What follows belongs to an exercise in optimizing a design on an open flow for a short achievable clock period and few clock cycles; a production flow would make more cautious choices. Function was checked by simulation only, so behaviour that the tests miss may differ from the original. No activity file was given, so power comes from the tool's default toggle rates.

==> run a <==
==> flow/design.v (excerpt) <==
module PipelineCPU_top(
    input Clk_CPU,
    input rst,
    input [31:0] inst_in,
    input [31:0] Data_in,
    output mem_w,
    output [31:0] PC_out,
    output [31:0] Addr_out,
    output [31:0] Data_out,
    output [3:0] wea
);
localparam BTB_IDX = 3;              
localparam BTB_TAG = 5;              
localparam BTB_N = 1 << BTB_IDX;
localparam TLO = BTB_IDX + 2;
localparam THI = BTB_IDX + 1 + BTB_TAG;
reg [31:0] pc;
reg        d_valid;
reg [31:0] d_inst;
reg [31:0] d_pc;
reg [31:0] d_imm;       
reg [31:0] d_imm_pc;    
reg [8:0]  d_cls;       
reg [31:1] d_s1, d_s2;  
reg        d_btb;       
reg        d_exact;     
reg        e_wen;       
reg        e_load;
reg        e_store;
reg        e_t1, e_t0, e_n1, e_n0;
reg        e_jalr;      
reg        e_ceq, e_clt, e_cltu;    
reg [4:0]  e_rd;
reg [31:0] e_a, e_b, e_s;
reg        e_sl;        
reg [31:0] e_bx;        
reg        e_sq;        
reg        e_sub, e_arith;
reg        e_sel_add, e_sel_sll, e_sel_slt, e_sel_sltu, e_sel_xor, e_sel_sr;
reg        e_sel_or, e_sel_and, e_sel_b, e_sel_p;
reg [3:0]  e_wea;
reg [31:0] e_pc4;
reg [31:2] e_pcb;       
reg        m_wen;
reg [31:1] m_we;        
reg        m_load;
reg        m_store;
reg [4:0]  m_rd;
reg [31:0] m_res;
reg [31:0] m_addr;      
reg [31:0] m_dout;      
reg [3:0]  m_wea;
reg [31:0] rf [1:31];
assign PC_out   = pc;
assign mem_w    = m_store;
assign Addr_out = m_addr;
assign Data_out = m_dout;
  ...
==> flow/config.mk <==
export PLATFORM = sky130hd
export DESIGN_NAME = PipelineCPU_top
export DESIGN_NICKNAME = PipelineCPU_top
export VERILOG_FILES = /design/flow/design.v
export SDC_FILE = /design/flow/constraint.sdc
export NUM_CORES = 4
export LEC_CHECK = 0
export ABC_CLOCK_PERIOD_IN_PS = 2500
export CAP_MARGIN = 20
export CORE_MARGIN = 2
export CORE_UTILIZATION = 52
export SETUP_SLACK_MARGIN = 5
export SLEW_MARGIN = 20
==> flow/constraint.sdc <==
create_clock -name core_clock -period 9.0 [get_ports {Clk_CPU}]
set_input_delay 1.8000 -clock core_clock [delete_from_list [all_inputs] [get_ports {Clk_CPU}]]
set_output_delay 1.8000 -clock core_clock [all_outputs]
set_load 0.01 [all_outputs]
standard.sh (not shown) runs the stock make flow with config.mk's settings and CLKGATE_MAP_FILE= SYNTH_SCRIPT=/design/flow/synth_recipe.tcl, a recipe that flattens the netlist after the stock synthesis.
==> flow/flow/run.sh <==
#!/bin/bash
set -eo pipefail
MARGIN=${MARGIN:-5.5}
bash standard.sh synth > synth.log 2>&1
bash standard.sh SETUP_SLACK_MARGIN=$MARGIN floorplan > floorplan.log 2>&1
bash standard.sh SETUP_SLACK_MARGIN=$MARGIN place > place.log 2>&1
bash standard.sh SETUP_SLACK_MARGIN=$MARGIN cts > cts.log 2>&1
bash standard.sh SETUP_SLACK_MARGIN=$MARGIN route > route.log 2>&1
bash standard.sh SETUP_SLACK_MARGIN=$MARGIN finish > finish.log 2>&1
==> run b: changes against run a <==
--- a/flow/design.v
+++ b/flow/design.v
@@ -159,16 +159,21 @@
     f_btgt = 32'd0;
     for (k = 0; k < BTB_N; k = k + 1) begin
         f_hitv[k] = btb_v[k] & (pc[TLO-1:2] == k) & (btb_tag[k][THI:TLO] == pc[THI:TLO]);
         f_btgt = f_btgt | ({32{f_hitv[k]}} & btb_tgt[k]);
     end
 end
 wire btb_hit = |f_hitv;
-wire [31:TLO] f_tag = btb_tag[pc[TLO-1:2]];
-wire f_exact = f_tag == pc[31:TLO];
+reg f_exact;
+integer k2;
+always @* begin
+    f_exact = 1'b0;
+    for (k2 = 0; k2 < BTB_N; k2 = k2 + 1)
+        f_exact = f_exact | ((pc[TLO-1:2] == k2) & (btb_tag[k2] == pc[31:TLO]));
+end
 wire [31:0] pc_rest = stall      ? pc :
                       d_redirect ? d_redirect_tgt :
                       btb_hit    ? f_btgt : pc + 32'd4;
 wire e_rt1 = !e_sq & e_t1, e_rt0 = !e_sq & e_t0;
 wire e_rn1 = !e_sq & e_n1, e_rn0 = !e_sq & e_n0;
 wire [31:0] pc_c1 = e_rt1 ? e_s : e_rn1 ? e_pc4 : e_rj ? sum : pc_rest;
 wire [31:0] pc_c0 = e_rt0 ? e_s : e_rn0 ? e_pc4 : e_rj ? sum : pc_rest;
==> flow/flow/run.sh (replaced) <==
#!/bin/bash
set -eo pipefail
MARGIN=${MARGIN:-5.6}
bash standard.sh synth > synth.log 2>&1
bash standard.sh SETUP_SLACK_MARGIN=$MARGIN floorplan > floorplan.log 2>&1
bash standard.sh SETUP_SLACK_MARGIN=$MARGIN place > place.log 2>&1
bash standard.sh SETUP_SLACK_MARGIN=$MARGIN cts > cts.log 2>&1
bash standard.sh SETUP_SLACK_MARGIN=$MARGIN route > route.log 2>&1
bash standard.sh SETUP_SLACK_MARGIN=$MARGIN finish > finish.log 2>&1
--- a/flow/config.mk
+++ b/flow/config.mk
@@ -4,10 +4,10 @@
 export VERILOG_FILES = /design/flow/design.v
 export SDC_FILE = /design/flow/constraint.sdc
 export NUM_CORES = 4
 export LEC_CHECK = 0
 export ABC_CLOCK_PERIOD_IN_PS = 2500
 export CAP_MARGIN = 20
 export CORE_MARGIN = 2
-export CORE_UTILIZATION = 52
+export CORE_UTILIZATION = 45
 export SETUP_SLACK_MARGIN = 5
 export SLEW_MARGIN = 20
==> run c: changes against run a <==
--- a/flow/design.v
+++ b/flow/design.v
@@ -159,16 +159,21 @@
     f_btgt = 32'd0;
     for (k = 0; k < BTB_N; k = k + 1) begin
         f_hitv[k] = btb_v[k] & (pc[TLO-1:2] == k) & (btb_tag[k][THI:TLO] == pc[THI:TLO]);
         f_btgt = f_btgt | ({32{f_hitv[k]}} & btb_tgt[k]);
     end
 end
 wire btb_hit = |f_hitv;
-wire [31:TLO] f_tag = btb_tag[pc[TLO-1:2]];
-wire f_exact = f_tag == pc[31:TLO];
+reg f_exact;
+integer k2;
+always @* begin
+    f_exact = 1'b0;
+    for (k2 = 0; k2 < BTB_N; k2 = k2 + 1)
+        f_exact = f_exact | ((pc[TLO-1:2] == k2) & (btb_tag[k2] == pc[31:TLO]));
+end
 wire [31:0] pc_rest = stall      ? pc :
                       d_redirect ? d_redirect_tgt :
                       btb_hit    ? f_btgt : pc + 32'd4;
 wire e_rt1 = !e_sq & e_t1, e_rt0 = !e_sq & e_t0;
 wire e_rn1 = !e_sq & e_n1, e_rn0 = !e_sq & e_n0;
 wire [31:0] pc_c1 = e_rt1 ? e_s : e_rn1 ? e_pc4 : e_rj ? sum : pc_rest;
 wire [31:0] pc_c0 = e_rt0 ? e_s : e_rn0 ? e_pc4 : e_rj ? sum : pc_rest;
==> flow/run.sh (new file) <==
#!/bin/bash
# synth_recipe.tcl (not shown) runs the flow's synth.tcl, then flattens the netlist and writes it again
# the make line also repeats each setting of config.mk as NAME=value (left out here)
make -C /OpenROAD-flow-scripts/flow DESIGN_CONFIG=/design/flow/config.mk WORK_HOME=/design/flow/orfs CLKGATE_MAP_FILE= SYNTH_SCRIPT=/design/flow/synth_recipe.tcl finish
--- a/flow/config.mk
+++ b/flow/config.mk
@@ -4,10 +4,10 @@
 export VERILOG_FILES = /design/flow/design.v
 export SDC_FILE = /design/flow/constraint.sdc
 export NUM_CORES = 4
 export LEC_CHECK = 0
 export ABC_CLOCK_PERIOD_IN_PS = 2500
 export CAP_MARGIN = 20
 export CORE_MARGIN = 2
-export CORE_UTILIZATION = 52
+export CORE_UTILIZATION = 45
 export SETUP_SLACK_MARGIN = 5
 export SLEW_MARGIN = 20
removed: flow/flow/run.sh
removed: flow/standard.sh
==> results.txt <==
item	run a	run c	run b
Bufs w/o clock	764	498	835
Sequential cell area fraction in the yosys report	48.42%	47.80%	47.80%
Quantity of gates resized following cts	627	154	928
Area fraction in compound gates after synthesis	23.43%	22.85%	22.85%
Combinational Power Share	8.3%	7.4%	8.5%
Count of cell instances traversed by the critical path	9	15	13
Top cell type's share of synthesized area	27.44%	27.09%	27.09%
Combinational-cell power consumption	1.89 mW	1.62 mW	1.93 mW
Storage cell area	50600 um2	50470 um2	50590 um2
Critical path required time	9.72 ns	9.76 ns	9.80 ns
Metal-1 WL	184200 um	191100 um	202000 um
Result of the run	no timing/DRC/antenna violations	no timing/DRC/antenna violations	no timing/DRC/antenna violations
Mean post-synth cell area	10.01 um2	9.965 um2	9.965 um2
Final core occ	61.81%	51.44%	54.28%
Testbench counts of run a, summed over its fixed seeds: cycles 76,388.
Testbench counts of run b, summed over its fixed seeds: cycles 76,388.
Testbench counts of run c, summed over its fixed seeds: cycles 76,388.

==> separate check: timing with driven ports <==
No port has a modelled driver above. Below, the same layouts with a new extraction and two added sets of constraints. Step 1 (the two cells are an assumption about what drives the block):
set clk [get_ports {Clk_CPU}]
set_driving_cell -lib_cell sky130_fd_sc_hd__clkbuf_16 $clk
set_driving_cell -lib_cell sky130_fd_sc_hd__buf_2 [delete_from_list [all_inputs] $clk]
Step 2, shift: input delay + t, output delay - t, t = (earliest + latest rising clock arrival at the registers) / 2. This alone moves slack from input paths to output paths. Three values: ideal ports, drivers, drivers and shift; two values: the first two.
run | t (ns) | setup WS [ns] | worst setup path at the end | clock arrival spread, ns | worst register clock-pin slew, ns
run a | 0.996 | 5.220 / 5.220 / 4.421 | input to register | 0.084 / 0.084 | 0.07 / 0.07
run b | 1.015 | 5.373 / 5.373 / 4.685 | input to register | 0.074 / 0.074 | 0.07 / 0.07
run c | 1.002 | 4.890 / 4.890 / 4.365 | input to register | 0.098 / 0.097 | 0.07 / 0.07
After both steps every run listed still meets setup and hold. The setup slack of run a, which loses most, moves by 0.000 ns with the drivers and by -0.799 ns with both steps.
